Background: an optimization exercise with open tools, aiming at small area. Do not read the settings as production practice. Function was checked by simulation only, so behaviour that the tests miss may differ from the original. Power is estimated from default activity; no workload was simulated.

### design/flow/standard.sh
#!/bin/bash
# synth_recipe.tcl (not shown) runs the flow's synth.tcl, then flattens the netlist and writes it again
# the make line also repeats each setting of config.mk as NAME=value (left out here)
make -C /OpenROAD-flow-scripts/flow DESIGN_CONFIG=/design/flow/config.mk WORK_HOME=/design/flow/orfs CLKGATE_MAP_FILE= SYNTH_SCRIPT=/design/flow/synth_recipe.tcl "${@:-finish}"
### design/flow/flow/place_pre.tcl
# Buffer every input and output port (as the standard flow does), with a
# buffer cell sized for each side: inputs drive many loads, outputs one pin.
buffer_ports -inputs -buffer_cell sky130_fd_sc_hd__buf_1
buffer_ports -outputs -buffer_cell sky130_fd_sc_hd__buf_1
### design/flow/flow/abc.script
strash
dch -f
map -a
topo
stime -c
### design/flow/flow/abc_a3.script
strash
dch
map -D 1200
topo
stime -c
### design/flow/design.v
module inc_cond_mppt (
    input wire clk,
    input wire reset,
    input wire start,
    input wire [15:0] voltage_in,
    input wire [15:0] current_in,
    output wire [15:0] duty_cycle,
    output reg mpp_found,
    output wire [15:0] power_out
);
    reg [7:0] duty_hi;    
    reg       duty_mid;   
    reg       duty_lo;    
    assign duty_cycle = {2'b00, duty_hi, {5{duty_mid}}, duty_lo};
    reg calc, upd;
    reg [15:0] v_prev, i_prev;
    always @(posedge clk) begin
        v_prev <= voltage_in;
        i_prev <= current_in;
    end
    wire [15:0] i_same = ~(current_in ^ i_prev);
    wire [15:0] v_same = ~(voltage_in ^ v_prev);
    wire i_eq = &i_same;
    wire [16:0] ic, vc;
    assign ic[0] = 1'b1;
    assign vc[0] = 1'b1;
    genvar q;
    generate for (q = 0; q < 16; q = q + 1) begin : g_cmp
        if (q % 2 == 0) begin : g_even
            assign ic[q+1] = ~(i_same[q] ? ic[q] : current_in[q]);
            assign vc[q+1] = ~(v_same[q] ? vc[q] : voltage_in[q]);
        end else begin : g_odd
            assign ic[q+1] = ~(i_same[q] ? ic[q] : i_prev[q]);
            assign vc[q+1] = ~(v_same[q] ? vc[q] : v_prev[q]);
        end
    end endgenerate
    wire i_ge = ic[16];
    wire v_ge = vc[16];
    wire up = ~(i_ge ^ v_ge);
    wire step = calc & ~i_eq;
    wire [7:0] m = ~(duty_hi ^ {8{up}});
    wire [8:0] t;
    assign t[0] = 1'b1;
    genvar k;
    generate for (k = 0; k < 8; k = k + 1) begin : g_t
        assign t[k+1] = t[k] & m[k];
    end endgenerate
    wire sat = t[8];                        
    wire lo_zero = (duty_hi == 8'd1) & ~duty_lo;  
    wire set_l = sat | (~up & lo_zero);
    always @(posedge clk or posedge reset) begin
        if (reset) begin
            calc <= 1'b0;
            upd <= 1'b0;
            duty_hi <= 8'h80;
            duty_mid <= 1'b0;
            duty_lo <= 1'b0;
            mpp_found <= 1'b0;
        end else begin
            calc <= ~calc & ~upd & start;
            upd <= calc;
            if (calc)
                mpp_found <= i_eq;
            if (step & ~sat)
                duty_hi <= duty_hi ^ t[7:0];
            if (step & set_l) begin
                duty_mid <= up;
                duty_lo <= 1'b1;
            end
        end
    end
    mul24 u_mul (.a(voltage_in), .b(current_in), .p(power_out));
endmodule
module mfa(input a, input b, input c, output s, output co);
  assign {co, s} = a + b + c;
endmodule
module cx_a222oi(input a1, input a2, input b1, input b2, input c1, input c2, output y);
  assign y = ~((a1 & a2) | (b1 & b2) | (c1 & c2));
endmodule
module a3add(input [15:0] a, output [17:0] y);
  wire [16:1] tg, tp;
  assign y[0] = a[0];
  assign tg[1] = a[1] & a[0];
  assign tp[1] = a[1] ^ a[0];
  assign tg[2] = a[2] & a[1];
  assign tp[2] = a[2] ^ a[1];
  assign tg[3] = a[3] & a[2];
  assign tp[3] = a[3] ^ a[2];
  assign tg[4] = a[4] & a[3];
  assign tp[4] = a[4] ^ a[3];
  assign tg[5] = a[5] & a[4];
  assign tp[5] = a[5] ^ a[4];
  assign tg[6] = a[6] & a[5];
  assign tp[6] = a[6] ^ a[5];
  assign tg[7] = a[7] & a[6];
  assign tp[7] = a[7] ^ a[6];
  assign tg[8] = a[8] & a[7];
  assign tp[8] = a[8] ^ a[7];
  assign tg[9] = a[9] & a[8];
  assign tp[9] = a[9] ^ a[8];
  assign tg[10] = a[10] & a[9];
  assign tp[10] = a[10] ^ a[9];
  assign tg[11] = a[11] & a[10];
  assign tp[11] = a[11] ^ a[10];
  assign tg[12] = a[12] & a[11];
  assign tp[12] = a[12] ^ a[11];
  assign tg[13] = a[13] & a[12];
  assign tp[13] = a[13] ^ a[12];
  assign tg[14] = a[14] & a[13];
  assign tp[14] = a[14] ^ a[13];
  assign tg[15] = a[15] & a[14];
  assign tp[15] = a[15] ^ a[14];
  assign tg[16] = 1'b0 & a[15];
  assign tp[16] = 1'b0 ^ a[15];
  wire tg_1 = tg[2] | (tp[2] & tg[1]);
  wire tp_1 = tp[2] & tp[1];
  wire tg_2 = tg[4] | (tp[4] & tg[3]);
  wire tp_2 = tp[4] & tp[3];
  wire tg_3 = tg[6] | (tp[6] & tg[5]);
  wire tp_3 = tp[6] & tp[5];
  wire tg_4 = tg[8] | (tp[8] & tg[7]);
  wire tp_4 = tp[8] & tp[7];
  wire tg_5 = tg[10] | (tp[10] & tg[9]);
  wire tp_5 = tp[10] & tp[9];
  wire tg_6 = tg[12] | (tp[12] & tg[11]);
  wire tp_6 = tp[12] & tp[11];
  wire tg_7 = tg[14] | (tp[14] & tg[13]);
  wire tp_7 = tp[14] & tp[13];
  wire tg_8 = tg[16] | (tp[16] & tg[15]);
  wire tp_8 = tp[16] & tp[15];
  wire tg_9 = tg[3] | (tp[3] & tg_1);
  wire tp_9 = tp[3] & tp_1;
  wire tg_10 = tg_2 | (tp_2 & tg_1);
  wire tp_10 = tp_2 & tp_1;
  wire tg_11 = tg[7] | (tp[7] & tg_3);
  wire tp_11 = tp[7] & tp_3;
  wire tg_12 = tg_4 | (tp_4 & tg_3);
  wire tp_12 = tp_4 & tp_3;
  wire tg_13 = tg[11] | (tp[11] & tg_5);
  wire tp_13 = tp[11] & tp_5;
  wire tg_14 = tg_6 | (tp_6 & tg_5);
  wire tp_14 = tp_6 & tp_5;
  wire tg_15 = tg[15] | (tp[15] & tg_7);
  wire tp_15 = tp[15] & tp_7;
  wire tg_16 = tg_8 | (tp_8 & tg_7);
  wire tp_16 = tp_8 & tp_7;
  wire tg_17 = tg[5] | (tp[5] & tg_10);
  wire tp_17 = tp[5] & tp_10;
  wire tg_18 = tg_3 | (tp_3 & tg_10);
  wire tp_18 = tp_3 & tp_10;
  wire tg_19 = tg_11 | (tp_11 & tg_10);
  wire tp_19 = tp_11 & tp_10;
  wire tg_20 = tg_12 | (tp_12 & tg_10);
  wire tp_20 = tp_12 & tp_10;
  wire tg_21 = tg[13] | (tp[13] & tg_14);
  wire tp_21 = tp[13] & tp_14;
  wire tg_22 = tg_7 | (tp_7 & tg_14);
  wire tp_22 = tp_7 & tp_14;
  wire tg_23 = tg_15 | (tp_15 & tg_14);
  wire tp_23 = tp_15 & tp_14;
  wire tg_24 = tg_16 | (tp_16 & tg_14);
  wire tp_24 = tp_16 & tp_14;
  wire tg_25 = tg[9] | (tp[9] & tg_20);
  wire tp_25 = tp[9] & tp_20;
  wire tg_26 = tg_5 | (tp_5 & tg_20);
  wire tp_26 = tp_5 & tp_20;
  wire tg_27 = tg_13 | (tp_13 & tg_20);
  wire tp_27 = tp_13 & tp_20;
  wire tg_28 = tg_14 | (tp_14 & tg_20);
  wire tp_28 = tp_14 & tp_20;
  wire tg_29 = tg_21 | (tp_21 & tg_20);
  wire tp_29 = tp_21 & tp_20;
  wire tg_30 = tg_22 | (tp_22 & tg_20);
  wire tp_30 = tp_22 & tp_20;
  wire tg_31 = tg_23 | (tp_23 & tg_20);
  wire tp_31 = tp_23 & tp_20;
  wire tg_32 = tg_24 | (tp_24 & tg_20);
  wire tp_32 = tp_24 & tp_20;
  assign y[1] = tp[1] ^ 1'b0;
  assign y[2] = tp[2] ^ tg[1];
  assign y[3] = tp[3] ^ tg_1;
  assign y[4] = tp[4] ^ tg_9;
  assign y[5] = tp[5] ^ tg_10;
  assign y[6] = tp[6] ^ tg_17;
  assign y[7] = tp[7] ^ tg_18;
  assign y[8] = tp[8] ^ tg_19;
  assign y[9] = tp[9] ^ tg_20;
  assign y[10] = tp[10] ^ tg_25;
  assign y[11] = tp[11] ^ tg_26;
  assign y[12] = tp[12] ^ tg_27;
  assign y[13] = tp[13] ^ tg_28;
  assign y[14] = tp[14] ^ tg_29;
  assign y[15] = tp[15] ^ tg_30;
  assign y[16] = tp[16] ^ tg_31;
  assign y[17] = tg_32;
endmodule
module mha(input a, input b, output s, output co);
  assign {co, s} = a + b;
endmodule
module mul24(input [15:0] a, input [15:0] b, output [15:0] p);
  wire [17:0] a3;
  a3add u_a3 (.a(a), .y(a3));
  wire [7:0] sl1, sl2, sl3;
  genvar gk;
  generate for (gk = 0; gk < 8; gk = gk + 1) begin : g_dec
    assign sl1[gk] = b[2*gk] & ~b[2*gk+1];
    assign sl2[gk] = ~b[2*gk] & b[2*gk+1];
    assign sl3[gk] = b[2*gk] & b[2*gk+1];
  end endgenerate
  wire bp0_0 = ~((sl1[0] & a[0]) | (sl3[0] & a3[0]));
  wire bp0_1;
  cx_a222oi sbp0_1 (.a1(sl1[0]), .a2(a[1]), .b1(sl2[0]), .b2(a[0]), .c1(sl3[0]), .c2(a3[1]), .y(bp0_1));
  wire bp0_2;
  cx_a222oi sbp0_2 (.a1(sl1[0]), .a2(a[2]), .b1(sl2[0]), .b2(a[1]), .c1(sl3[0]), .c2(a3[2]), .y(bp0_2));
  wire bp0_3;
  cx_a222oi sbp0_3 (.a1(sl1[0]), .a2(a[3]), .b1(sl2[0]), .b2(a[2]), .c1(sl3[0]), .c2(a3[3]), .y(bp0_3));
  wire bp0_4;
  cx_a222oi sbp0_4 (.a1(sl1[0]), .a2(a[4]), .b1(sl2[0]), .b2(a[3]), .c1(sl3[0]), .c2(a3[4]), .y(bp0_4));
  wire bp0_5;
  cx_a222oi sbp0_5 (.a1(sl1[0]), .a2(a[5]), .b1(sl2[0]), .b2(a[4]), .c1(sl3[0]), .c2(a3[5]), .y(bp0_5));
  wire bp0_6;
  cx_a222oi sbp0_6 (.a1(sl1[0]), .a2(a[6]), .b1(sl2[0]), .b2(a[5]), .c1(sl3[0]), .c2(a3[6]), .y(bp0_6));
  wire bp0_7;
  cx_a222oi sbp0_7 (.a1(sl1[0]), .a2(a[7]), .b1(sl2[0]), .b2(a[6]), .c1(sl3[0]), .c2(a3[7]), .y(bp0_7));
  wire bp0_8;
  cx_a222oi sbp0_8 (.a1(sl1[0]), .a2(a[8]), .b1(sl2[0]), .b2(a[7]), .c1(sl3[0]), .c2(a3[8]), .y(bp0_8));
  wire bp0_9;
  cx_a222oi sbp0_9 (.a1(sl1[0]), .a2(a[9]), .b1(sl2[0]), .b2(a[8]), .c1(sl3[0]), .c2(a3[9]), .y(bp0_9));
  wire bp0_10;
  cx_a222oi sbp0_10 (.a1(sl1[0]), .a2(a[10]), .b1(sl2[0]), .b2(a[9]), .c1(sl3[0]), .c2(a3[10]), .y(bp0_10));
  wire bp0_11;
  cx_a222oi sbp0_11 (.a1(sl1[0]), .a2(a[11]), .b1(sl2[0]), .b2(a[10]), .c1(sl3[0]), .c2(a3[11]), .y(bp0_11));
  wire bp0_12;
  cx_a222oi sbp0_12 (.a1(sl1[0]), .a2(a[12]), .b1(sl2[0]), .b2(a[11]), .c1(sl3[0]), .c2(a3[12]), .y(bp0_12));
  wire bp0_13;
  cx_a222oi sbp0_13 (.a1(sl1[0]), .a2(a[13]), .b1(sl2[0]), .b2(a[12]), .c1(sl3[0]), .c2(a3[13]), .y(bp0_13));
  wire bp0_14;
  cx_a222oi sbp0_14 (.a1(sl1[0]), .a2(a[14]), .b1(sl2[0]), .b2(a[13]), .c1(sl3[0]), .c2(a3[14]), .y(bp0_14));
  wire bp0_15;
  cx_a222oi sbp0_15 (.a1(sl1[0]), .a2(a[15]), .b1(sl2[0]), .b2(a[14]), .c1(sl3[0]), .c2(a3[15]), .y(bp0_15));
  wire bp0_16 = ~((sl2[0] & a[15]) | (sl3[0] & a3[16]));
  wire bp0_17 = ~((sl3[0] & a3[17]));
  wire bp1_0 = ~((sl1[1] & a[0]) | (sl3[1] & a3[0]));
  wire bp1_1;
  cx_a222oi sbp1_1 (.a1(sl1[1]), .a2(a[1]), .b1(sl2[1]), .b2(a[0]), .c1(sl3[1]), .c2(a3[1]), .y(bp1_1));
  wire bp1_2;
  cx_a222oi sbp1_2 (.a1(sl1[1]), .a2(a[2]), .b1(sl2[1]), .b2(a[1]), .c1(sl3[1]), .c2(a3[2]), .y(bp1_2));
  wire bp1_3;
  cx_a222oi sbp1_3 (.a1(sl1[1]), .a2(a[3]), .b1(sl2[1]), .b2(a[2]), .c1(sl3[1]), .c2(a3[3]), .y(bp1_3));
  wire bp1_4;
  cx_a222oi sbp1_4 (.a1(sl1[1]), .a2(a[4]), .b1(sl2[1]), .b2(a[3]), .c1(sl3[1]), .c2(a3[4]), .y(bp1_4));
  wire bp1_5;
  cx_a222oi sbp1_5 (.a1(sl1[1]), .a2(a[5]), .b1(sl2[1]), .b2(a[4]), .c1(sl3[1]), .c2(a3[5]), .y(bp1_5));
  wire bp1_6;
  cx_a222oi sbp1_6 (.a1(sl1[1]), .a2(a[6]), .b1(sl2[1]), .b2(a[5]), .c1(sl3[1]), .c2(a3[6]), .y(bp1_6));
  wire bp1_7;
  cx_a222oi sbp1_7 (.a1(sl1[1]), .a2(a[7]), .b1(sl2[1]), .b2(a[6]), .c1(sl3[1]), .c2(a3[7]), .y(bp1_7));
  wire bp1_8;
  cx_a222oi sbp1_8 (.a1(sl1[1]), .a2(a[8]), .b1(sl2[1]), .b2(a[7]), .c1(sl3[1]), .c2(a3[8]), .y(bp1_8));
  wire bp1_9;
  cx_a222oi sbp1_9 (.a1(sl1[1]), .a2(a[9]), .b1(sl2[1]), .b2(a[8]), .c1(sl3[1]), .c2(a3[9]), .y(bp1_9));
  wire bp1_10;
  cx_a222oi sbp1_10 (.a1(sl1[1]), .a2(a[10]), .b1(sl2[1]), .b2(a[9]), .c1(sl3[1]), .c2(a3[10]), .y(bp1_10));
  wire bp1_11;
  cx_a222oi sbp1_11 (.a1(sl1[1]), .a2(a[11]), .b1(sl2[1]), .b2(a[10]), .c1(sl3[1]), .c2(a3[11]), .y(bp1_11));
  wire bp1_12;
  cx_a222oi sbp1_12 (.a1(sl1[1]), .a2(a[12]), .b1(sl2[1]), .b2(a[11]), .c1(sl3[1]), .c2(a3[12]), .y(bp1_12));
  wire bp1_13;
  cx_a222oi sbp1_13 (.a1(sl1[1]), .a2(a[13]), .b1(sl2[1]), .b2(a[12]), .c1(sl3[1]), .c2(a3[13]), .y(bp1_13));
  wire bp1_14;
  cx_a222oi sbp1_14 (.a1(sl1[1]), .a2(a[14]), .b1(sl2[1]), .b2(a[13]), .c1(sl3[1]), .c2(a3[14]), .y(bp1_14));
  wire bp1_15;
  cx_a222oi sbp1_15 (.a1(sl1[1]), .a2(a[15]), .b1(sl2[1]), .b2(a[14]), .c1(sl3[1]), .c2(a3[15]), .y(bp1_15));
  wire bp1_16 = ~((sl2[1] & a[15]) | (sl3[1] & a3[16]));
  wire bp1_17 = ~((sl3[1] & a3[17]));
  wire bp2_0 = ~((sl1[2] & a[0]) | (sl3[2] & a3[0]));
  wire bp2_1;
  cx_a222oi sbp2_1 (.a1(sl1[2]), .a2(a[1]), .b1(sl2[2]), .b2(a[0]), .c1(sl3[2]), .c2(a3[1]), .y(bp2_1));
  wire bp2_2;
  cx_a222oi sbp2_2 (.a1(sl1[2]), .a2(a[2]), .b1(sl2[2]), .b2(a[1]), .c1(sl3[2]), .c2(a3[2]), .y(bp2_2));
  wire bp2_3;
  cx_a222oi sbp2_3 (.a1(sl1[2]), .a2(a[3]), .b1(sl2[2]), .b2(a[2]), .c1(sl3[2]), .c2(a3[3]), .y(bp2_3));
  wire bp2_4;
  cx_a222oi sbp2_4 (.a1(sl1[2]), .a2(a[4]), .b1(sl2[2]), .b2(a[3]), .c1(sl3[2]), .c2(a3[4]), .y(bp2_4));
  wire bp2_5;
  cx_a222oi sbp2_5 (.a1(sl1[2]), .a2(a[5]), .b1(sl2[2]), .b2(a[4]), .c1(sl3[2]), .c2(a3[5]), .y(bp2_5));
  wire bp2_6;
  cx_a222oi sbp2_6 (.a1(sl1[2]), .a2(a[6]), .b1(sl2[2]), .b2(a[5]), .c1(sl3[2]), .c2(a3[6]), .y(bp2_6));
  wire bp2_7;
  cx_a222oi sbp2_7 (.a1(sl1[2]), .a2(a[7]), .b1(sl2[2]), .b2(a[6]), .c1(sl3[2]), .c2(a3[7]), .y(bp2_7));
  wire bp2_8;
  cx_a222oi sbp2_8 (.a1(sl1[2]), .a2(a[8]), .b1(sl2[2]), .b2(a[7]), .c1(sl3[2]), .c2(a3[8]), .y(bp2_8));
  wire bp2_9;
  cx_a222oi sbp2_9 (.a1(sl1[2]), .a2(a[9]), .b1(sl2[2]), .b2(a[8]), .c1(sl3[2]), .c2(a3[9]), .y(bp2_9));
  wire bp2_10;
  cx_a222oi sbp2_10 (.a1(sl1[2]), .a2(a[10]), .b1(sl2[2]), .b2(a[9]), .c1(sl3[2]), .c2(a3[10]), .y(bp2_10));
  wire bp2_11;
  cx_a222oi sbp2_11 (.a1(sl1[2]), .a2(a[11]), .b1(sl2[2]), .b2(a[10]), .c1(sl3[2]), .c2(a3[11]), .y(bp2_11));
  wire bp2_12;
  cx_a222oi sbp2_12 (.a1(sl1[2]), .a2(a[12]), .b1(sl2[2]), .b2(a[11]), .c1(sl3[2]), .c2(a3[12]), .y(bp2_12));
  wire bp2_13;
  cx_a222oi sbp2_13 (.a1(sl1[2]), .a2(a[13]), .b1(sl2[2]), .b2(a[12]), .c1(sl3[2]), .c2(a3[13]), .y(bp2_13));
  wire bp2_14;
  cx_a222oi sbp2_14 (.a1(sl1[2]), .a2(a[14]), .b1(sl2[2]), .b2(a[13]), .c1(sl3[2]), .c2(a3[14]), .y(bp2_14));
  wire bp2_15;
  cx_a222oi sbp2_15 (.a1(sl1[2]), .a2(a[15]), .b1(sl2[2]), .b2(a[14]), .c1(sl3[2]), .c2(a3[15]), .y(bp2_15));
  wire bp2_16 = ~((sl2[2] & a[15]) | (sl3[2] & a3[16]));
  wire bp2_17 = ~((sl3[2] & a3[17]));
  wire bp3_0 = ~((sl1[3] & a[0]) | (sl3[3] & a3[0]));
  wire bp3_1;
  cx_a222oi sbp3_1 (.a1(sl1[3]), .a2(a[1]), .b1(sl2[3]), .b2(a[0]), .c1(sl3[3]), .c2(a3[1]), .y(bp3_1));
  wire bp3_2;
  cx_a222oi sbp3_2 (.a1(sl1[3]), .a2(a[2]), .b1(sl2[3]), .b2(a[1]), .c1(sl3[3]), .c2(a3[2]), .y(bp3_2));
  wire bp3_3;
  cx_a222oi sbp3_3 (.a1(sl1[3]), .a2(a[3]), .b1(sl2[3]), .b2(a[2]), .c1(sl3[3]), .c2(a3[3]), .y(bp3_3));
  wire bp3_4;
  cx_a222oi sbp3_4 (.a1(sl1[3]), .a2(a[4]), .b1(sl2[3]), .b2(a[3]), .c1(sl3[3]), .c2(a3[4]), .y(bp3_4));
  wire bp3_5;
  cx_a222oi sbp3_5 (.a1(sl1[3]), .a2(a[5]), .b1(sl2[3]), .b2(a[4]), .c1(sl3[3]), .c2(a3[5]), .y(bp3_5));
  wire bp3_6;
  cx_a222oi sbp3_6 (.a1(sl1[3]), .a2(a[6]), .b1(sl2[3]), .b2(a[5]), .c1(sl3[3]), .c2(a3[6]), .y(bp3_6));
  wire bp3_7;
  cx_a222oi sbp3_7 (.a1(sl1[3]), .a2(a[7]), .b1(sl2[3]), .b2(a[6]), .c1(sl3[3]), .c2(a3[7]), .y(bp3_7));
  wire bp3_8;
  cx_a222oi sbp3_8 (.a1(sl1[3]), .a2(a[8]), .b1(sl2[3]), .b2(a[7]), .c1(sl3[3]), .c2(a3[8]), .y(bp3_8));
  wire bp3_9;
  cx_a222oi sbp3_9 (.a1(sl1[3]), .a2(a[9]), .b1(sl2[3]), .b2(a[8]), .c1(sl3[3]), .c2(a3[9]), .y(bp3_9));
  wire bp3_10;
  cx_a222oi sbp3_10 (.a1(sl1[3]), .a2(a[10]), .b1(sl2[3]), .b2(a[9]), .c1(sl3[3]), .c2(a3[10]), .y(bp3_10));
  wire bp3_11;
  cx_a222oi sbp3_11 (.a1(sl1[3]), .a2(a[11]), .b1(sl2[3]), .b2(a[10]), .c1(sl3[3]), .c2(a3[11]), .y(bp3_11));
  wire bp3_12;
  cx_a222oi sbp3_12 (.a1(sl1[3]), .a2(a[12]), .b1(sl2[3]), .b2(a[11]), .c1(sl3[3]), .c2(a3[12]), .y(bp3_12));
  wire bp3_13;
  cx_a222oi sbp3_13 (.a1(sl1[3]), .a2(a[13]), .b1(sl2[3]), .b2(a[12]), .c1(sl3[3]), .c2(a3[13]), .y(bp3_13));
  wire bp3_14;
  cx_a222oi sbp3_14 (.a1(sl1[3]), .a2(a[14]), .b1(sl2[3]), .b2(a[13]), .c1(sl3[3]), .c2(a3[14]), .y(bp3_14));
  wire bp3_15;
  cx_a222oi sbp3_15 (.a1(sl1[3]), .a2(a[15]), .b1(sl2[3]), .b2(a[14]), .c1(sl3[3]), .c2(a3[15]), .y(bp3_15));
  wire bp3_16 = ~((sl2[3] & a[15]) | (sl3[3] & a3[16]));
  wire bp3_17 = ~((sl3[3] & a3[17]));
  wire bp4_0 = ~((sl1[4] & a[0]) | (sl3[4] & a3[0]));
  wire bp4_1;
  cx_a222oi sbp4_1 (.a1(sl1[4]), .a2(a[1]), .b1(sl2[4]), .b2(a[0]), .c1(sl3[4]), .c2(a3[1]), .y(bp4_1));
  wire bp4_2;
  cx_a222oi sbp4_2 (.a1(sl1[4]), .a2(a[2]), .b1(sl2[4]), .b2(a[1]), .c1(sl3[4]), .c2(a3[2]), .y(bp4_2));
  wire bp4_3;
  cx_a222oi sbp4_3 (.a1(sl1[4]), .a2(a[3]), .b1(sl2[4]), .b2(a[2]), .c1(sl3[4]), .c2(a3[3]), .y(bp4_3));
  wire bp4_4;
  cx_a222oi sbp4_4 (.a1(sl1[4]), .a2(a[4]), .b1(sl2[4]), .b2(a[3]), .c1(sl3[4]), .c2(a3[4]), .y(bp4_4));
  wire bp4_5;
  cx_a222oi sbp4_5 (.a1(sl1[4]), .a2(a[5]), .b1(sl2[4]), .b2(a[4]), .c1(sl3[4]), .c2(a3[5]), .y(bp4_5));
  wire bp4_6;
  cx_a222oi sbp4_6 (.a1(sl1[4]), .a2(a[6]), .b1(sl2[4]), .b2(a[5]), .c1(sl3[4]), .c2(a3[6]), .y(bp4_6));
  wire bp4_7;
  cx_a222oi sbp4_7 (.a1(sl1[4]), .a2(a[7]), .b1(sl2[4]), .b2(a[6]), .c1(sl3[4]), .c2(a3[7]), .y(bp4_7));
  wire bp4_8;
  cx_a222oi sbp4_8 (.a1(sl1[4]), .a2(a[8]), .b1(sl2[4]), .b2(a[7]), .c1(sl3[4]), .c2(a3[8]), .y(bp4_8));
  wire bp4_9;
  cx_a222oi sbp4_9 (.a1(sl1[4]), .a2(a[9]), .b1(sl2[4]), .b2(a[8]), .c1(sl3[4]), .c2(a3[9]), .y(bp4_9));
  wire bp4_10;
  cx_a222oi sbp4_10 (.a1(sl1[4]), .a2(a[10]), .b1(sl2[4]), .b2(a[9]), .c1(sl3[4]), .c2(a3[10]), .y(bp4_10));
  wire bp4_11;
  cx_a222oi sbp4_11 (.a1(sl1[4]), .a2(a[11]), .b1(sl2[4]), .b2(a[10]), .c1(sl3[4]), .c2(a3[11]), .y(bp4_11));
  wire bp4_12;
  cx_a222oi sbp4_12 (.a1(sl1[4]), .a2(a[12]), .b1(sl2[4]), .b2(a[11]), .c1(sl3[4]), .c2(a3[12]), .y(bp4_12));
  wire bp4_13;
  cx_a222oi sbp4_13 (.a1(sl1[4]), .a2(a[13]), .b1(sl2[4]), .b2(a[12]), .c1(sl3[4]), .c2(a3[13]), .y(bp4_13));
  wire bp4_14;
  cx_a222oi sbp4_14 (.a1(sl1[4]), .a2(a[14]), .b1(sl2[4]), .b2(a[13]), .c1(sl3[4]), .c2(a3[14]), .y(bp4_14));
  wire bp4_15;
  cx_a222oi sbp4_15 (.a1(sl1[4]), .a2(a[15]), .b1(sl2[4]), .b2(a[14]), .c1(sl3[4]), .c2(a3[15]), .y(bp4_15));
  wire bp5_0 = ~((sl1[5] & a[0]) | (sl3[5] & a3[0]));
  wire bp5_1;
  cx_a222oi sbp5_1 (.a1(sl1[5]), .a2(a[1]), .b1(sl2[5]), .b2(a[0]), .c1(sl3[5]), .c2(a3[1]), .y(bp5_1));
  wire bp5_2;
  cx_a222oi sbp5_2 (.a1(sl1[5]), .a2(a[2]), .b1(sl2[5]), .b2(a[1]), .c1(sl3[5]), .c2(a3[2]), .y(bp5_2));
  wire bp5_3;
  cx_a222oi sbp5_3 (.a1(sl1[5]), .a2(a[3]), .b1(sl2[5]), .b2(a[2]), .c1(sl3[5]), .c2(a3[3]), .y(bp5_3));
  wire bp5_4;
  cx_a222oi sbp5_4 (.a1(sl1[5]), .a2(a[4]), .b1(sl2[5]), .b2(a[3]), .c1(sl3[5]), .c2(a3[4]), .y(bp5_4));
  wire bp5_5;
  cx_a222oi sbp5_5 (.a1(sl1[5]), .a2(a[5]), .b1(sl2[5]), .b2(a[4]), .c1(sl3[5]), .c2(a3[5]), .y(bp5_5));
  wire bp5_6;
  cx_a222oi sbp5_6 (.a1(sl1[5]), .a2(a[6]), .b1(sl2[5]), .b2(a[5]), .c1(sl3[5]), .c2(a3[6]), .y(bp5_6));
  wire bp5_7;
  cx_a222oi sbp5_7 (.a1(sl1[5]), .a2(a[7]), .b1(sl2[5]), .b2(a[6]), .c1(sl3[5]), .c2(a3[7]), .y(bp5_7));
  wire bp5_8;
  cx_a222oi sbp5_8 (.a1(sl1[5]), .a2(a[8]), .b1(sl2[5]), .b2(a[7]), .c1(sl3[5]), .c2(a3[8]), .y(bp5_8));
  wire bp5_9;
  cx_a222oi sbp5_9 (.a1(sl1[5]), .a2(a[9]), .b1(sl2[5]), .b2(a[8]), .c1(sl3[5]), .c2(a3[9]), .y(bp5_9));
  wire bp5_10;
  cx_a222oi sbp5_10 (.a1(sl1[5]), .a2(a[10]), .b1(sl2[5]), .b2(a[9]), .c1(sl3[5]), .c2(a3[10]), .y(bp5_10));
  wire bp5_11;
  cx_a222oi sbp5_11 (.a1(sl1[5]), .a2(a[11]), .b1(sl2[5]), .b2(a[10]), .c1(sl3[5]), .c2(a3[11]), .y(bp5_11));
  wire bp5_12;
  cx_a222oi sbp5_12 (.a1(sl1[5]), .a2(a[12]), .b1(sl2[5]), .b2(a[11]), .c1(sl3[5]), .c2(a3[12]), .y(bp5_12));
  wire bp5_13;
  cx_a222oi sbp5_13 (.a1(sl1[5]), .a2(a[13]), .b1(sl2[5]), .b2(a[12]), .c1(sl3[5]), .c2(a3[13]), .y(bp5_13));
  wire bp6_0 = ~((sl1[6] & a[0]) | (sl3[6] & a3[0]));
  wire bp6_1;
  cx_a222oi sbp6_1 (.a1(sl1[6]), .a2(a[1]), .b1(sl2[6]), .b2(a[0]), .c1(sl3[6]), .c2(a3[1]), .y(bp6_1));
  wire bp6_2;
  cx_a222oi sbp6_2 (.a1(sl1[6]), .a2(a[2]), .b1(sl2[6]), .b2(a[1]), .c1(sl3[6]), .c2(a3[2]), .y(bp6_2));
  wire bp6_3;
  cx_a222oi sbp6_3 (.a1(sl1[6]), .a2(a[3]), .b1(sl2[6]), .b2(a[2]), .c1(sl3[6]), .c2(a3[3]), .y(bp6_3));
  wire bp6_4;
  cx_a222oi sbp6_4 (.a1(sl1[6]), .a2(a[4]), .b1(sl2[6]), .b2(a[3]), .c1(sl3[6]), .c2(a3[4]), .y(bp6_4));
  wire bp6_5;
  cx_a222oi sbp6_5 (.a1(sl1[6]), .a2(a[5]), .b1(sl2[6]), .b2(a[4]), .c1(sl3[6]), .c2(a3[5]), .y(bp6_5));
  wire bp6_6;
  cx_a222oi sbp6_6 (.a1(sl1[6]), .a2(a[6]), .b1(sl2[6]), .b2(a[5]), .c1(sl3[6]), .c2(a3[6]), .y(bp6_6));
  wire bp6_7;
  cx_a222oi sbp6_7 (.a1(sl1[6]), .a2(a[7]), .b1(sl2[6]), .b2(a[6]), .c1(sl3[6]), .c2(a3[7]), .y(bp6_7));
  wire bp6_8;
  cx_a222oi sbp6_8 (.a1(sl1[6]), .a2(a[8]), .b1(sl2[6]), .b2(a[7]), .c1(sl3[6]), .c2(a3[8]), .y(bp6_8));
  wire bp6_9;
  cx_a222oi sbp6_9 (.a1(sl1[6]), .a2(a[9]), .b1(sl2[6]), .b2(a[8]), .c1(sl3[6]), .c2(a3[9]), .y(bp6_9));
  wire bp6_10;
  cx_a222oi sbp6_10 (.a1(sl1[6]), .a2(a[10]), .b1(sl2[6]), .b2(a[9]), .c1(sl3[6]), .c2(a3[10]), .y(bp6_10));
  wire bp6_11;
  cx_a222oi sbp6_11 (.a1(sl1[6]), .a2(a[11]), .b1(sl2[6]), .b2(a[10]), .c1(sl3[6]), .c2(a3[11]), .y(bp6_11));
  wire bp7_0 = ~((sl1[7] & a[0]) | (sl3[7] & a3[0]));
  wire bp7_1;
  cx_a222oi sbp7_1 (.a1(sl1[7]), .a2(a[1]), .b1(sl2[7]), .b2(a[0]), .c1(sl3[7]), .c2(a3[1]), .y(bp7_1));
  wire bp7_2;
  cx_a222oi sbp7_2 (.a1(sl1[7]), .a2(a[2]), .b1(sl2[7]), .b2(a[1]), .c1(sl3[7]), .c2(a3[2]), .y(bp7_2));
  wire bp7_3;
  cx_a222oi sbp7_3 (.a1(sl1[7]), .a2(a[3]), .b1(sl2[7]), .b2(a[2]), .c1(sl3[7]), .c2(a3[3]), .y(bp7_3));
  wire bp7_4;
  cx_a222oi sbp7_4 (.a1(sl1[7]), .a2(a[4]), .b1(sl2[7]), .b2(a[3]), .c1(sl3[7]), .c2(a3[4]), .y(bp7_4));
  wire bp7_5;
  cx_a222oi sbp7_5 (.a1(sl1[7]), .a2(a[5]), .b1(sl2[7]), .b2(a[4]), .c1(sl3[7]), .c2(a3[5]), .y(bp7_5));
  wire bp7_6;
  cx_a222oi sbp7_6 (.a1(sl1[7]), .a2(a[6]), .b1(sl2[7]), .b2(a[5]), .c1(sl3[7]), .c2(a3[6]), .y(bp7_6));
  wire bp7_7;
  cx_a222oi sbp7_7 (.a1(sl1[7]), .a2(a[7]), .b1(sl2[7]), .b2(a[6]), .c1(sl3[7]), .c2(a3[7]), .y(bp7_7));
  wire bp7_8;
  cx_a222oi sbp7_8 (.a1(sl1[7]), .a2(a[8]), .b1(sl2[7]), .b2(a[7]), .c1(sl3[7]), .c2(a3[8]), .y(bp7_8));
  wire bp7_9;
  cx_a222oi sbp7_9 (.a1(sl1[7]), .a2(a[9]), .b1(sl2[7]), .b2(a[8]), .c1(sl3[7]), .c2(a3[9]), .y(bp7_9));
  wire s1, c2;
  mfa f2 (.a(bp2_0), .b(bp1_2), .c(bp0_4), .s(s1), .co(c2));
  wire s3, c4;
  mfa f4 (.a(bp2_1), .b(bp1_3), .c(bp0_5), .s(s3), .co(c4));
  wire s5, c6;
  mfa f6 (.a(bp3_0), .b(bp2_2), .c(bp1_4), .s(s5), .co(c6));
  wire s7, c8;
  mfa f8 (.a(bp0_6), .b(c4), .c(s5), .s(s7), .co(c8));
  wire s9, c10;
  mfa f10 (.a(bp3_1), .b(bp2_3), .c(bp1_5), .s(s9), .co(c10));
  wire s11, c12;
  mfa f12 (.a(bp0_7), .b(c6), .c(s9), .s(s11), .co(c12));
  wire s13, c14;
  mfa f14 (.a(bp4_0), .b(bp3_2), .c(bp2_4), .s(s13), .co(c14));
  wire s15, c16;
  mfa f16 (.a(bp1_6), .b(bp0_8), .c(c10), .s(s15), .co(c16));
  wire s17, c18;
  mfa f18 (.a(s13), .b(c12), .c(s15), .s(s17), .co(c18));
  wire s19, c20;
  mfa f20 (.a(bp4_1), .b(bp3_3), .c(bp2_5), .s(s19), .co(c20));
  wire s21, c22;
  mfa f22 (.a(bp1_7), .b(bp0_9), .c(c14), .s(s21), .co(c22));
  wire s23, c24;
  mfa f24 (.a(s19), .b(c16), .c(s21), .s(s23), .co(c24));
  wire s25, c26;
  mfa f26 (.a(bp5_0), .b(bp4_2), .c(bp3_4), .s(s25), .co(c26));
  wire s27, c28;
  mfa f28 (.a(bp2_6), .b(bp1_8), .c(bp0_10), .s(s27), .co(c28));
  wire s29, c30;
  mfa f30 (.a(c20), .b(s25), .c(s27), .s(s29), .co(c30));
  wire s31, c32;
  mfa f32 (.a(c22), .b(s29), .c(c24), .s(s31), .co(c32));
  wire s33, c34;
  mfa f34 (.a(bp5_1), .b(bp4_3), .c(bp3_5), .s(s33), .co(c34));
  wire s35, c36;
  mfa f36 (.a(bp2_7), .b(bp1_9), .c(bp0_11), .s(s35), .co(c36));
  wire s37, c38;
  mfa f38 (.a(c26), .b(s33), .c(c28), .s(s37), .co(c38));
  wire s39, c40;
  mfa f40 (.a(s35), .b(c30), .c(s37), .s(s39), .co(c40));
  wire s41, c42;
  mfa f42 (.a(bp6_0), .b(bp5_2), .c(bp4_4), .s(s41), .co(c42));
  wire s43, c44;
  mfa f44 (.a(bp3_6), .b(bp2_8), .c(bp1_10), .s(s43), .co(c44));
  wire s45, c46;
  mfa f46 (.a(bp0_12), .b(c34), .c(s41), .s(s45), .co(c46));
  wire s47, c48;
  mfa f48 (.a(c36), .b(s43), .c(s45), .s(s47), .co(c48));
  wire s49, c50;
  mfa f50 (.a(c38), .b(s47), .c(c40), .s(s49), .co(c50));
  wire s51, c52;
  mfa f52 (.a(bp6_1), .b(bp5_3), .c(bp4_5), .s(s51), .co(c52));
  wire s53, c54;
  mfa f54 (.a(bp3_7), .b(bp2_9), .c(bp1_11), .s(s53), .co(c54));
  wire s55, c56;
  mfa f56 (.a(bp0_13), .b(c42), .c(s51), .s(s55), .co(c56));
  wire s57, c58;
  mfa f58 (.a(c44), .b(s53), .c(c46), .s(s57), .co(c58));
  wire s59, c60;
  mfa f60 (.a(s55), .b(s57), .c(c48), .s(s59), .co(c60));
  wire s61, c62;
  mfa f62 (.a(bp7_0), .b(bp6_2), .c(bp5_4), .s(s61), .co(c62));
  wire s63, c64;
  mfa f64 (.a(bp4_6), .b(bp3_8), .c(bp2_10), .s(s63), .co(c64));
  wire s65, c66;
  mfa f66 (.a(bp1_12), .b(bp0_14), .c(c52), .s(s65), .co(c66));
  wire s67, c68;
  mfa f68 (.a(s61), .b(c54), .c(s63), .s(s67), .co(c68));
  wire s69, c70;
  mfa f70 (.a(c56), .b(s65), .c(s67), .s(s69), .co(c70));
  wire s71, c72;
  mfa f72 (.a(c58), .b(s69), .c(c60), .s(s71), .co(c72));
  wire s73, c74;
  mfa f74 (.a(bp7_1), .b(bp6_3), .c(bp5_5), .s(s73), .co(c74));
  wire s75, c76;
  mfa f76 (.a(bp4_7), .b(bp3_9), .c(bp2_11), .s(s75), .co(c76));
  wire s77, c78;
  mfa f78 (.a(bp1_13), .b(bp0_15), .c(c62), .s(s77), .co(c78));
  wire s79, c80;
  mfa f80 (.a(s73), .b(c64), .c(s75), .s(s79), .co(c80));
  wire s81, c82;
  mfa f82 (.a(c66), .b(s77), .c(c68), .s(s81), .co(c82));
  wire s83, c84;
  mfa f84 (.a(s79), .b(c70), .c(s81), .s(s83), .co(c84));
  wire s85, c86;
  mfa f86 (.a(bp7_2), .b(bp6_4), .c(bp5_6), .s(s85), .co(c86));
  wire s87, c88;
  mfa f88 (.a(bp4_8), .b(bp3_10), .c(bp2_12), .s(s87), .co(c88));
  wire s89, c90;
  mfa f90 (.a(bp1_14), .b(bp0_16), .c(c74), .s(s89), .co(c90));
  wire s91, c92;
  mfa f92 (.a(s85), .b(c76), .c(s87), .s(s91), .co(c92));
  wire s93, c94;
  mfa f94 (.a(c78), .b(s89), .c(c80), .s(s93), .co(c94));
  wire s95, c96;
  mfa f96 (.a(s91), .b(c82), .c(s93), .s(s95), .co(c96));
  wire s97, c98;
  mfa f98 (.a(bp7_3), .b(bp6_5), .c(bp5_7), .s(s97), .co(c98));
  wire s99, c100;
  mfa f100 (.a(bp4_9), .b(bp3_11), .c(bp2_13), .s(s99), .co(c100));
  wire s101, c102;
  mfa f102 (.a(bp1_15), .b(bp0_17), .c(c86), .s(s101), .co(c102));
  wire s103, c104;
  mfa f104 (.a(s97), .b(c88), .c(s99), .s(s103), .co(c104));
  wire s105, c106;
  mfa f106 (.a(c90), .b(s101), .c(c92), .s(s105), .co(c106));
  wire s107, c108;
  mfa f108 (.a(s103), .b(c94), .c(s105), .s(s107), .co(c108));
  wire s109, c110;
  mfa f110 (.a(bp7_4), .b(bp6_6), .c(bp5_8), .s(s109), .co(c110));
  wire s111, c112;
  mfa f112 (.a(bp4_10), .b(bp3_12), .c(bp2_14), .s(s111), .co(c112));
  wire s113, c114;
  mfa f114 (.a(bp1_16), .b(c98), .c(s109), .s(s113), .co(c114));
  wire s115, c116;
  mfa f116 (.a(c100), .b(s111), .c(c102), .s(s115), .co(c116));
  wire s117, c118;
  mfa f118 (.a(s113), .b(c104), .c(s115), .s(s117), .co(c118));
  wire s119, c120;
  mfa f120 (.a(c106), .b(s117), .c(c108), .s(s119), .co(c120));
  wire s121, c122;
  mfa f122 (.a(bp7_5), .b(bp6_7), .c(bp5_9), .s(s121), .co(c122));
  wire s123, c124;
  mfa f124 (.a(bp4_11), .b(bp3_13), .c(bp2_15), .s(s123), .co(c124));
  wire s125, c126;
  mfa f126 (.a(bp1_17), .b(c110), .c(s121), .s(s125), .co(c126));
  wire s127, c128;
  mfa f128 (.a(c112), .b(s123), .c(c114), .s(s127), .co(c128));
  wire s129, c130;
  mfa f130 (.a(s125), .b(c116), .c(s127), .s(s129), .co(c130));
  wire s131, c132;
  mfa f132 (.a(c118), .b(s129), .c(c120), .s(s131), .co(c132));
  wire s133, c134;
  mfa f134 (.a(bp7_6), .b(bp6_8), .c(bp5_10), .s(s133), .co(c134));
  wire s135, c136;
  mfa f136 (.a(bp4_12), .b(bp3_14), .c(bp2_16), .s(s135), .co(c136));
  wire s137, c138;
  mfa f138 (.a(c122), .b(s133), .c(c124), .s(s137), .co(c138));
  wire s139, c140;
  mfa f140 (.a(s135), .b(c126), .c(s137), .s(s139), .co(c140));
  wire s141, c142;
  mfa f142 (.a(c128), .b(s139), .c(c130), .s(s141), .co(c142));
  wire s143, c144;
  mfa f144 (.a(bp7_7), .b(bp6_9), .c(bp5_11), .s(s143), .co(c144));
  wire s145, c146;
  mfa f146 (.a(bp4_13), .b(bp3_15), .c(bp2_17), .s(s145), .co(c146));
  wire s147, c148;
  mfa f148 (.a(c134), .b(s143), .c(c136), .s(s147), .co(c148));
  wire s149, c150;
  mfa f150 (.a(s145), .b(c138), .c(s147), .s(s149), .co(c150));
  wire s151, c152;
  mfa f152 (.a(c140), .b(s149), .c(c142), .s(s151), .co(c152));
  wire s153, c154;
  mfa f154 (.a(bp7_8), .b(bp6_10), .c(bp5_12), .s(s153), .co(c154));
  wire s155, c156;
  mfa f156 (.a(bp4_14), .b(bp3_16), .c(c144), .s(s155), .co(c156));
  wire s157, c158;
  mfa f158 (.a(s153), .b(c146), .c(s155), .s(s157), .co(c158));
  wire s159, c160;
  mfa f160 (.a(c148), .b(s157), .c(c150), .s(s159), .co(c160));
  wire x161 = (bp3_17 ^ bp4_15 ^ bp5_13 ^ bp6_11 ^ bp7_9 ^ c154 ^ c156 ^ c158 ^ c160);
  wire [23:0] rx = {x161, s159, s151, s141, s131, s119, c96, c84, s83, s71, s59, s49, s39, s31, c18, s17, c8, s7, c2, s1, bp1_1, bp1_0, bp0_1, bp0_0};
  wire [23:0] ry = {1'b1, c152, 1'b1, c132, 1'b1, 1'b1, s107, s95, c72, 1'b1, c50, 1'b1, c32, 1'b1, s23, 1'b1, s11, 1'b1, s3, 1'b1, bp0_3, bp0_2, 1'b1, 1'b1};
  wire [23:0] g0 = rx & ry;
  wire [23:0] p0 = rx ^ ry;
  wire pg162 = g0[0] | (p0[0] & 1'b1);
  wire pg164 = g0[2] | (p0[2] & g0[1]);
  wire pp165 = p0[2] & p0[1];
  wire pg166 = g0[4] | (p0[4] & g0[3]);
  wire pp167 = p0[4] & p0[3];
  wire pg168 = g0[6] | (p0[6] & g0[5]);
  wire pp169 = p0[6] & p0[5];
  wire pg170 = g0[8] | (p0[8] & g0[7]);
  wire pp171 = p0[8] & p0[7];
  wire pg172 = g0[10] | (p0[10] & g0[9]);
  wire pp173 = p0[10] & p0[9];
  wire pg174 = g0[12] | (p0[12] & g0[11]);
  wire pp175 = p0[12] & p0[11];
  wire pg176 = g0[14] | (p0[14] & g0[13]);
  wire pp177 = p0[14] & p0[13];
  wire pg178 = g0[16] | (p0[16] & g0[15]);
  wire pp179 = p0[16] & p0[15];
  wire pg180 = g0[18] | (p0[18] & g0[17]);
  wire pp181 = p0[18] & p0[17];
  wire pg182 = g0[20] | (p0[20] & g0[19]);
  wire pp183 = p0[20] & p0[19];
  wire pg184 = g0[22] | (p0[22] & g0[21]);
  wire pp185 = p0[22] & p0[21];
  wire pg186 = g0[1] | (p0[1] & pg162);
  wire pg188 = pg164 | (pp165 & pg162);
  wire pg190 = g0[5] | (p0[5] & pg166);
  wire pp191 = p0[5] & pp167;
  wire pg192 = pg168 | (pp169 & pg166);
  wire pp193 = pp169 & pp167;
  wire pg194 = g0[9] | (p0[9] & pg170);
  wire pp195 = p0[9] & pp171;
  wire pg196 = pg172 | (pp173 & pg170);
  wire pp197 = pp173 & pp171;
  wire pg198 = g0[13] | (p0[13] & pg174);
  wire pp199 = p0[13] & pp175;
  wire pg200 = pg176 | (pp177 & pg174);
  wire pp201 = pp177 & pp175;
  wire pg202 = g0[17] | (p0[17] & pg178);
  wire pp203 = p0[17] & pp179;
  wire pg204 = pg180 | (pp181 & pg178);
  wire pp205 = pp181 & pp179;
  wire pg206 = g0[21] | (p0[21] & pg182);
  wire pp207 = p0[21] & pp183;
  wire pg208 = pg184 | (pp185 & pg182);
  wire pp209 = pp185 & pp183;
  wire pg210 = g0[3] | (p0[3] & pg188);
  wire pg212 = pg166 | (pp167 & pg188);
  wire pg214 = pg190 | (pp191 & pg188);
  wire pg216 = pg192 | (pp193 & pg188);
  wire pg218 = g0[11] | (p0[11] & pg196);
  wire pp219 = p0[11] & pp197;
  wire pg220 = pg174 | (pp175 & pg196);
  wire pp221 = pp175 & pp197;
  wire pg222 = pg198 | (pp199 & pg196);
  wire pp223 = pp199 & pp197;
  wire pg224 = pg200 | (pp201 & pg196);
  wire pp225 = pp201 & pp197;
  wire pg226 = g0[19] | (p0[19] & pg204);
  wire pp227 = p0[19] & pp205;
  wire pg228 = pg182 | (pp183 & pg204);
  wire pp229 = pp183 & pp205;
  wire pg230 = pg206 | (pp207 & pg204);
  wire pp231 = pp207 & pp205;
  wire pg232 = pg208 | (pp209 & pg204);
  wire pp233 = pp209 & pp205;
  wire pg234 = g0[7] | (p0[7] & pg216);
  wire pg236 = pg170 | (pp171 & pg216);
  wire pg238 = pg194 | (pp195 & pg216);
  wire pg240 = pg196 | (pp197 & pg216);
  wire pg242 = pg218 | (pp219 & pg216);
  wire pg244 = pg220 | (pp221 & pg216);
  wire pg246 = pg222 | (pp223 & pg216);
  wire pg248 = pg224 | (pp225 & pg216);
  wire pg250 = g0[23] | (p0[23] & pg232);
  wire pp251 = p0[23] & pp233;
  wire pg252 = g0[15] | (p0[15] & pg248);
  wire pg254 = pg178 | (pp179 & pg248);
  wire pg256 = pg202 | (pp203 & pg248);
  wire pg258 = pg204 | (pp205 & pg248);
  wire pg260 = pg226 | (pp227 & pg248);
  wire pg262 = pg228 | (pp229 & pg248);
  wire pg264 = pg230 | (pp231 & pg248);
  wire pg266 = pg232 | (pp233 & pg248);
  wire pg268 = pg250 | (pp251 & pg248);
  wire [15:0] hc = {pg266, pg264, pg262, pg260, pg258, pg256, pg254, pg252, pg248, pg246, pg244, pg242, pg240, pg238, pg236, pg234};
  assign p = ~(p0[23:8] ^ hc);
endmodule
### design/flow/flow/map.py
#!/usr/bin/env python3
# Replace the bodies of the cell modules (mfa, mha, cx_a222oi) with sky130 cells.
import re, sys
src = open(sys.argv[1]).read()
cells = {
    'mfa': "  sky130_fd_sc_hd__fa_1 u (.A(a), .B(b), .CIN(c), .SUM(s), .COUT(co));\n",
    'mha': "  sky130_fd_sc_hd__ha_1 u (.A(a), .B(b), .SUM(s), .COUT(co));\n",
    'cx_a222oi': "  sky130_fd_sc_hd__a222oi_1 u (.A1(a1), .A2(a2), .B1(b1), .B2(b2), .C1(c1), .C2(c2), .Y(y));\n",
}
def rep(m):
    name, ports = m.group(1), m.group(2)
    if name in cells:
        return f"module {name}({ports});\n{cells[name]}endmodule"
    return m.group(0)
out = re.sub(r"module\s+(\w+)\s*\(([^;]*?)\);(.*?)endmodule", rep, src, flags=re.S)
open(sys.argv[2], 'w').write(out)
### design/flow/config.mk
export PLATFORM = sky130hd
export DESIGN_NAME = inc_cond_mppt
export DESIGN_NICKNAME = inc_cond_mppt
export VERILOG_FILES = /design/flow/design.v
export SDC_FILE = /design/flow/constraint.sdc
export NUM_CORES = 4
export LEC_CHECK = 0
export CAP_MARGIN = 20
export CORE_MARGIN = 2
export CORE_UTILIZATION = 40
export SLEW_MARGIN = 20
### design/flow/flow/run.sh
#!/bin/bash
# Layout flow: the standard ORFS flow, except that
#  - the cell modules of the RTL (mfa/mha adders, cx_a222oi selectors) are
#    mapped straight onto the sky130 cells (map.py), and Yosys's own
#    full-adder extraction is off (the design's adders are already explicit),
#  - ABC uses an area-oriented mapping script (abc.script), except for the
#    3a adder of the multiplier (module a3add), which is kept apart until
#    after mapping and mapped for delay (abc_a3.script),
#  - port buffers use the smallest buffer cell.
# Each tool's output goes to a log in this folder (make.log, orfs/logs/).
set -euo pipefail
W=$(pwd)
F=$W/flow
python3 $F/map.py $W/design.v $W/design_mapped.v
sed "s#^\(\s*\)log_cmd abc {\*}\$abc_args#\1log_cmd abc {*}[lreplace \$abc_args 1 1 $F/abc.script] $FLOW_TOP\n\1log_cmd abc {*}[lreplace \$abc_args 1 1 $F/abc_a3.script] a3add#" \
  $FLOW_HOME/scripts/synth.tcl > $W/flow_synth.tcl
grep -q "abc_a3.script" $W/flow_synth.tcl
sed "s#source \$::env(SCRIPTS_DIR)/synth.tcl#source $W/flow_synth.tcl#" $W/synth_recipe.tcl > $W/flow_synth_recipe.tcl
grep -q "flow_synth.tcl" $W/flow_synth_recipe.tcl
sed "s#^export VERILOG_FILES = .*#export VERILOG_FILES = $W/design_mapped.v#" $W/config.mk > $W/flow_config.mk
source $F/settings.sh
make -C $FLOW_HOME DESIGN_CONFIG=$W/flow_config.mk WORK_HOME=$W/orfs CLKGATE_MAP_FILE= \
  SYNTH_SCRIPT=$W/flow_synth_recipe.tcl ADDER_MAP_FILE= SYNTH_KEEP_MODULES=a3add \
  "${MAKE_ARGS[@]}" finish > $W/make.log 2>&1
: # left out here: write the final layout as DEF
### design/flow/constraint.sdc
create_clock -name core_clock -period 10.0 [get_ports {clk}]
set_input_delay 2.0000 -clock core_clock [delete_from_list [all_inputs] [get_ports {clk}]]
set_output_delay 2.0000 -clock core_clock [all_outputs]
set_load 0.01 [all_outputs]
### design/flow/flow/settings.sh
MAKE_ARGS=(CAP_MARGIN=20 CORE_MARGIN=2 CORE_UTILIZATION=40 SLEW_MARGIN=20
DONT_BUFFER_PORTS=1 PRE_GLOBAL_PLACE_TCL=$F/place_pre.tcl
"MIN_BUF_CELL_AND_PORTS=sky130_fd_sc_hd__buf_1 A X"
"GPL_TIMING_DRIVEN=0"
"CTS_BUF_LIST=sky130_fd_sc_hd__clkbuf_8"
"SYNTH_INSBUF=0"
"CELL_PAD_IN_SITES_DETAIL_PLACEMENT=1"
"CELL_PAD_IN_SITES_GLOBAL_PLACEMENT=1"
"SETUP_SLACK_MARGIN=-0.25"
)
==> results.py, run 1 <==
metrics = {
    "pwr": {
        "peakVddDrop_v": 0.000322,
        "p_per_area_nw_per_um2": 339,
        "p_total_uw": 2250,
        "p_leak_uw": 0.00228,
    },
    "clock_tree": {
        "cts.sink_count": 45,
        "htree_levels": 2,
        "clockBufferDepth": 2,
        "cts_tree": "yes",
        "clock_latency_ns": 0.30,
        "clk_pin_slew_worst_paths_ns": 0.08,
        "cts_root_buf": "clkbuf_8",
        "cts_buffers": 5,
        "ctsHoldBuffers": 0,
    },
    "route": {
        "drtIter0Drc": 1056,
        "vias": 6156,
        "firstDrtPassIters": 17,
        "routedWlPerCell_um": 22.9,
        "wirelength_mm": 21.2,
        "vias_per_cell": 6.65,
        "ant_nets": 0,
        "drc": 0,
    },
    "floorplanning": {
        "initial_core_util": 0.405,
        "die_height_um": 125,
        "coreArea_um2": 14400,
        "die-area_um2": 15500,
        "boundaryPins": 68,
        "die_width_um": 125,
        "row_count": 44,
    },
    "synth": {
        "syn_area_um2": 5820,
        "synth_edf_count": 0,
        "synthTopCellsByCount": "a222oi_1, clkinv_1, nor2_1",
        "yosysSeqAreaShare": 0.166,
        "synthDistinctLibCells": 38,
        "ys_top_cells_by_area": "fa_1, a222oi_1, dfxtp_1",
        "yosysMostFrequentCell": "a222oi_1",
        "yosys.area.top_type": "fa_1",
        "ys_warn_count": 1,
        "netlist.area_leader.share": 0.275,
        "ys_seq_elements": 45,
        "synthArstFlopShare": 0.289,
        "synth_ff_type": "dfxtp_1",
        "synth_area_per_cell_um2": 8.76,
        "netlist_instances": 665,
    },
    "hold_path": {
        "hold_class": "flop to flop",
    },
    "critical_path": {
        "critPathMaxStageDelay_ns": 0.61,
        "end_kind": "output port",
        "crit_slowest_cell": "fa_1",
        "worstPathRequired_ns": 8.00,
        "cp_top_family": "simple AND/OR/NAND/NOR gates",
        "crit_buf_inv": 6,
        "arrival_ns": 7.81,
        "path_class": "input pin to output port",
        "crit_path_start_kind": "input pin",
        "crit_fanout": 22,
    },
    "placed_design": {
        "place_congestion": 0.874,
        "portBuffers": 65,
        "place_hpwl_mm": 15.0,
    },
    "flow_run": {
        "drv_cap": 0,
    },
    "finish": {
        "drive_above_1_share": 0.0943,
        "n_antenna_cell": 0,
        "multiInputGateArea_um2": 4680,
        "layout.area.seq_um2": 967,
        "fill_cells": 1742,
        "nets": 856,
        "syn_to_final_growth_pct": 13.9,
    },
    "timing": {
        "clock_skew_ns": 0.00792,
        "max_freq_ghz": 0.102,
        "rsz0062_at_grt": "true",
        "maxSlewHeadroom": 0.211,
        "slew_viol_final": 0,
        "setup_viol": 0,
        "hold_viol": 0,
        "worst_pin_slew_ns": 1.18,
        "finalCriticalPeriod_ns": 9.81,
        "setup_tns_ns": 0,
        "post-route-period-util": 0.981,
    },
    "global_route": {
        "grt_usage": 0.271,
        "grt_first_pass_wirelength_mm": 33.9,
        "grt_pass1_vias": 6489,
        "grt_max_degree": 27,
        "grt-ovfl-total": 0,
        "antenna_found_initial": 0,
    },
    "outcome": {
        "outcome": "complete, no violations",
    },
}
==> routing by layer <==
layer  share of wire  global-route usage
met1            0.39               0.362
met2            0.48               0.457
met3            0.10              0.0369
met4           0.023              0.0853
met5               0                   0
==> power by group <==
group	switching [µW]	total, µW	internal (µW)
clock	62.3	109	46.8
combinational	1160	1900	732
sequential	30.2	240	210
total	1260	2250	989
==> modules after synthesis, one instance, submodules excluded <==
module,flops+latches,cell area (µm²),times used,cells
a3add,0,543,1,105
inc_cond_mppt,45,5280,1,560
==> state kept, by name (all words and copies together), names as in the netlist <==
signal	cells
i_prev	16
v_prev	16
duty_hi	8
calc	1
duty_lo	1
duty_mid	1
mpp_found	1
upd	1
==> cells by family after synthesis <==
family          synth area share
buf+inv                   0.0606
flops                      0.166
fa+ha+maj                  0.275
xor+xnor                  0.0692
simple gates               0.150
mux                      0.00193
compound gates             0.276
other cells             0.000644
==> path summary, 6_finish.rpt <==
| kind | slack [ns] | depth (start not counted) | end | from |
|---|---|---|---|---|
| worst max register to register | 5.56 | 24 | duty_mid | v_prev[2] |
| min in group asynchronous | 1.63 | 2 | duty_hi[0] | reset |
| worst min-delay path | 0.40 | 1 | calc | upd |
| worst max-delay path | 0.19 | 26 | power_out[15] | voltage_in[9] |
| worst min register to register | 0.40 | 1 | calc | upd |
| max in group asynchronous | 8.07 | 2 | duty_hi[7] | reset |
==> placed cells by master, fill, tap and decap left out, types with 4 or more instances in the layout <==
| master | instances |
|---|---|
| a222oi_1 | 107 |
| nor3b_1 | 4 |
| a22oi_1 | 17 |
| nor2_2 | 17 |
| dfxtp_1 | 32 |
| a31oi_1 | 4 |
| buf_4 | 10 |
| a221oi_1 | 4 |
| fa_1 | 80 |
| nand2_1 | 77 |
| o22ai_1 | 7 |
| and2_2 | 5 |
| or2_2 | 5 |
| clkinv_1 | 94 |
| nor2_1 | 73 |
| xnor2_2 | 6 |
| clkbuf_8 | 5 |
| nor3_1 | 5 |
| buf_1 | 53 |
| dfrtp_1 | 12 |
| a21oi_1 | 18 |
| xnor2_1 | 10 |
| o21ai_0 | 16 |
| xor2_1 | 25 |
| nand3_1 | 11 |
==> through the flow <==
| stage | hold slack [ns] | setup WS [ns] | cells | util | instance area, µm² |
|---|---|---|---|---|---|
| after floorplan | 0.382 | 0.857 | 666 | - | 5830 |
| after global placement | 0.388 | -1.43 | 915 | 0.439 | 6300 |
| after detailed placement | 0.398 | -1.60 | 915 | 0.441 | 6330 |
| after CTS | 0.411 | -0.246 | 926 | 0.457 | 6570 |
| after global routing | 0.429 | -0.276 | 926 | 0.462 | 6630 |
| final | 0.404 | 0.191 | 926 | 0.462 | 6630 |
==> layout make-up <==
type,instances,share of cell area
Multi-Input combinational cell,527,0.705
Sequential cell,45,0.146
Inverter,94,0.0532
Timing Repair Buffer,68,0.0492
Tap cell,184,0.0347
Clock buffer,5,0.0104
Clock inverter,3,0.00170
==> repair_timing <==
item,4_1_cts,5_1_grt
buffers inserted,3,0
cloned,0,0
gates resized for setup,58,11
pin swaps,1,2
endpoints found under the setup margin,9,6
==> run 2, diff against run 1 <==
==> design/flow/flow/abc.script (replaced) <==
strash
dch -f
amap
topo
stime -c
==> run 2 against run 1 <==
Against the previous run: maximum frequency is 0.28% higher; largest power group unchanged; critical path depth is 4 lower; non-clock buffer count did not move; synthesized cell count shrank 3.9%; via count down 2.4%; count of clock-buffer cells in the layout unchanged; core utilization rose by 0.71 points; final cell count down 3.2%; first-iteration DRC count grew 16%; clock power grew 6%; still clean.
==> results.py, run 2 <==
metrics = {
    "pwr": {
        "peakVddDrop_v": 0.000434,
        "p_leak_uw": 0.00216,
        "power_frac_clock": 0.056,
        "seq_power_share": 0.111,
        "comb_power_share": 0.832,
        "sw_frac_of_total": 0.555,
        "p_sw_uw": 1150,
        "p_per_area_nw_per_um2": 316,
        "p_int_uw": 917,
    },
    "synth": {
        "synthArstFlopShare": 0.289,
        "yosys.area.top_type": "fa_1",
        "synthTopCellsByCount": "a222oi_1, nor2_1, fa_1",
        "syn_area_um2": 5710,
        "synth_ff_type": "dfxtp_1",
        "yosysMostFrequentCell": "a222oi_1",
        "synth_area_per_cell_um2": 8.93,
        "synth_xor_area_frac": 0.0291,
        "ys_top_cells_by_area": "fa_1, a222oi_1, dfxtp_1",
        "ys_warn_count": 1,
        "netlist.area_leader.share": 0.281,
        "synth.area.mux_share": 0,
        "ys_seq_elements": 45,
        "synth-compound-area-share": 0.340,
        "synth-simple-area-share": 0.137,
        "synth_top_family_by_area": "compound AO/OA/AOI/OAI gates",
        "synthAdderAreaFrac": 0.281,
        "netlist_instances": 639,
        "synth_edf_count": 0,
        "yosysSeqAreaShare": 0.169,
        "synthDistinctLibCells": 45,
    },
    "floorplanning": {
        "coreArea_um2": 13900,
        "row_count": 43,
        "boundaryPins": 68,
        "die-area_um2": 15200,
        "die_height_um": 123,
        "die_width_um": 123,
        "initial_core_util": 0.410,
    },
    "route": {
        "vias": 6008,
        "firstDrtPassIters": 13,
        "ant_nets": 0,
        "vias_per_cell": 6.71,
        "wirelength_mm": 19.8,
        "drc": 0,
        "drtIter0Drc": 1223,
        "routedWlPerCell_um": 22.1,
    },
    "critical_path": {
        "crit_fanout": 20,
        "worstPathRequired_ns": 8.00,
        "path_class": "input pin to output port",
        "r2r-end": "duty_hi[5]",
        "crit_start": "voltage_in[10]",
        "end_kind": "output port",
        "arrival_ns": 7.78,
        "crit_path_start_kind": "input pin",
        "rr_startpoint": "v_prev[1]",
        "cp-endpoint": "power_out[15]",
        "r2r_cells": 46,
        "ff2ff_setup_slack_ns": 2.44,
    },
    "timing": {
        "hold_viol": 0,
        "maxSlewHeadroom": 0.208,
        "clock_skew_ns": 0.0120,
        "finalCriticalPeriod_ns": 9.78,
        "post-route-period-util": 0.978,
        "slew_viol_final": 0,
        "setup_ws_ns": 0.218,
        "worst_pin_slew_ns": 1.18,
        "max_freq_ghz": 0.102,
        "setup_viol": 0,
    },
    "global_route": {
        "grt_first_pass_wirelength_mm": 32.0,
        "antenna_found_initial": 0,
        "grt_usage": 0.267,
        "grt_max_degree": 27,
        "grt-ovfl-total": 0,
        "grt_pass1_vias": 6213,
    },
    "finish": {
        "fill_cells": 1665,
        "nets": 830,
        "n_antenna_cell": 0,
        "final_cell_area_um2": 6530,
        "layout_commonest_cell": "a222oi_1",
        "syn_to_final_growth_pct": 14.4,
        "reg_top3": "i_prev (16), v_prev (16), duty_hi (8)",
        "finalNonFillerCells": 896,
        "final_cell_mix": "a222oi_1, nor2_1, fa_1",
        "drive_above_1_share": 0.0852,
    },
    "clock_tree": {
        "htree_levels": 2,
        "cts_buffers": 5,
        "clockBufferDepth": 2,
        "clk_pin_slew_worst_paths_ns": 0.09,
        "cts_tree": "yes",
        "clock_latency_ns": 0.32,
        "cts.sink_count": 45,
        "cts_root_buf": "clkbuf_8",
    },
    "flow_run": {
        "drv_cap": 0,
    },
    "placed_design": {
        "portBuffers": 65,
        "placed_area_um2": 6210,
        "dp_slack_ns": -1.13,
        "place_congestion": 0.862,
        "dp_cells": 885,
        "place_hpwl_mm": 14.7,
    },
    "hold_path": {
        "hold_class": "flop to flop",
    },
    "outcome": {
        "outcome": "complete, no violations",
    },
}
[run 2: area by class of cell]
type,instances,area [µm²],share of cell area
inverter,66,248,0.0379
clock buffer,5,68.8,0.0105
multi-input combinational,529,4690,0.718
tap,180,225,0.0345
clock inverter,3,18.8,0.00287
timing repair buffer,68,313,0.0479
sequential,45,967,0.148
[run 2: kinds of logic after synthesis]
group	Yosys count
other cells	1
flops	45
fa+ha+maj	80
buf+inv	66
simple gates	190
compound gates	238
xor+xnor	19
[run 2: modules after synthesis (local to each module, per instance)]
module	area [µm²]	flip-flops and latches	copies in the design
inc_cond_mppt	5170	45	1
a3add	543	0	1
[run 2: how the worst min path moves through the flow]
stage	startpoint	to	slack [ns]	cells past startpoint
final	upd	calc	0.42	1
after global routing	upd	calc	0.45	1
after CTS	upd	calc	0.43	1
after detailed placement	upd	calc	0.41	1
after global placement	upd	calc	0.39	1
after floorplan	upd	calc	0.38	1
[run 2: through the flow]
stage | power (µW) | hold WS (ns) | TNS, ns | util
2_1_floorplan | 1390 | 0.383 | 0 | -
3_3_place_gp | 1810 | 0.389 | -4.73 | 0.444
3_5_place_dp | 1880 | 0.411 | -9.41 | 0.445
4_1_cts | 2020 | 0.429 | -0.710 | 0.464
5_1_grt | 2330 | 0.450 | -1.83 | 0.469
6_report | 2060 | 0.418 | 0 | 0.469
[run 2: critical path: stages]
cell and delay, ns:
clkbuf_2 0.36, nand2_1 0.14, clkinv_1 0.06, nor2_1 0.07, nand2_1 0.07, nand2_1 0.08, a21oi_1 0.28, clkinv_1 0.15
a221oi_1 0.45, xor2_2 0.22, a222oi_1 0.35, fa_1 0.51, fa_1 0.53, fa_1 0.46, fa_1 0.44, fa_1 0.43
a21oi_1 0.28, nand2b_1 0.16, o41ai_2 0.36, nor2_1 0.09, nor2b_1 0.11, buf_1 0.16
[run 2: routing by layer]
layer  part of all wire  vias up  GRT usage
met3              0.096       39     0.0484
met2               0.48      367      0.443
met5                  0        -          0
met4              0.020        0     0.0866
met1               0.40     2915      0.354
li1                   -     2687          -
[run 2: power by group through the flow]
stage	combinational, µW	sequential (µW)	clock, µW
5_1_grt	1970	235	126
2_1_floorplan	1150	240	0
6_report	1720	229	116
4_1_cts	1670	230	121
3_5_place_dp	1640	234	0
3_3_place_gp	1580	232	0
[run 2: repair_timing]
item	in CTS	in global routing
setup endpoints to repair	8	15
hold buffers	0	0
setup buffers	2	1
endpoints found under the hold margin	0	0
pin swaps	0	4
gates resized for setup	44	46

-- afterwards: timing with drivers on the ports --
How much do the figures lean on ideal ports? The routed layouts below were timed once more, with nothing changed but the port constraints.
Step 1 sets driving cells, clkbuf_16 on the clock port and buf_2 on the other inputs (assumed; they add their load-dependent delay and slew).
Step 2 times the ports against the registers' clock, not the clock port: input delays grow and output delays shrink by t, the midpoint of the rising clock arrivals with the driver on.
Three values: ideal ports, drivers, drivers and shift; two values: the first two.
run	t, ns	slack for setup (ns)	clock arrival spread, ns
run 1	0.325	0.191 / 0.169 / 0.169	0.008 / 0.008
run 2	0.349	0.218 / 0.195 / 0.195	0.012 / 0.012
After both steps every run listed still meets setup and hold. The setup slack of run 2, which loses most, moves by -0.023 ns with the drivers and by -0.023 ns with both steps.
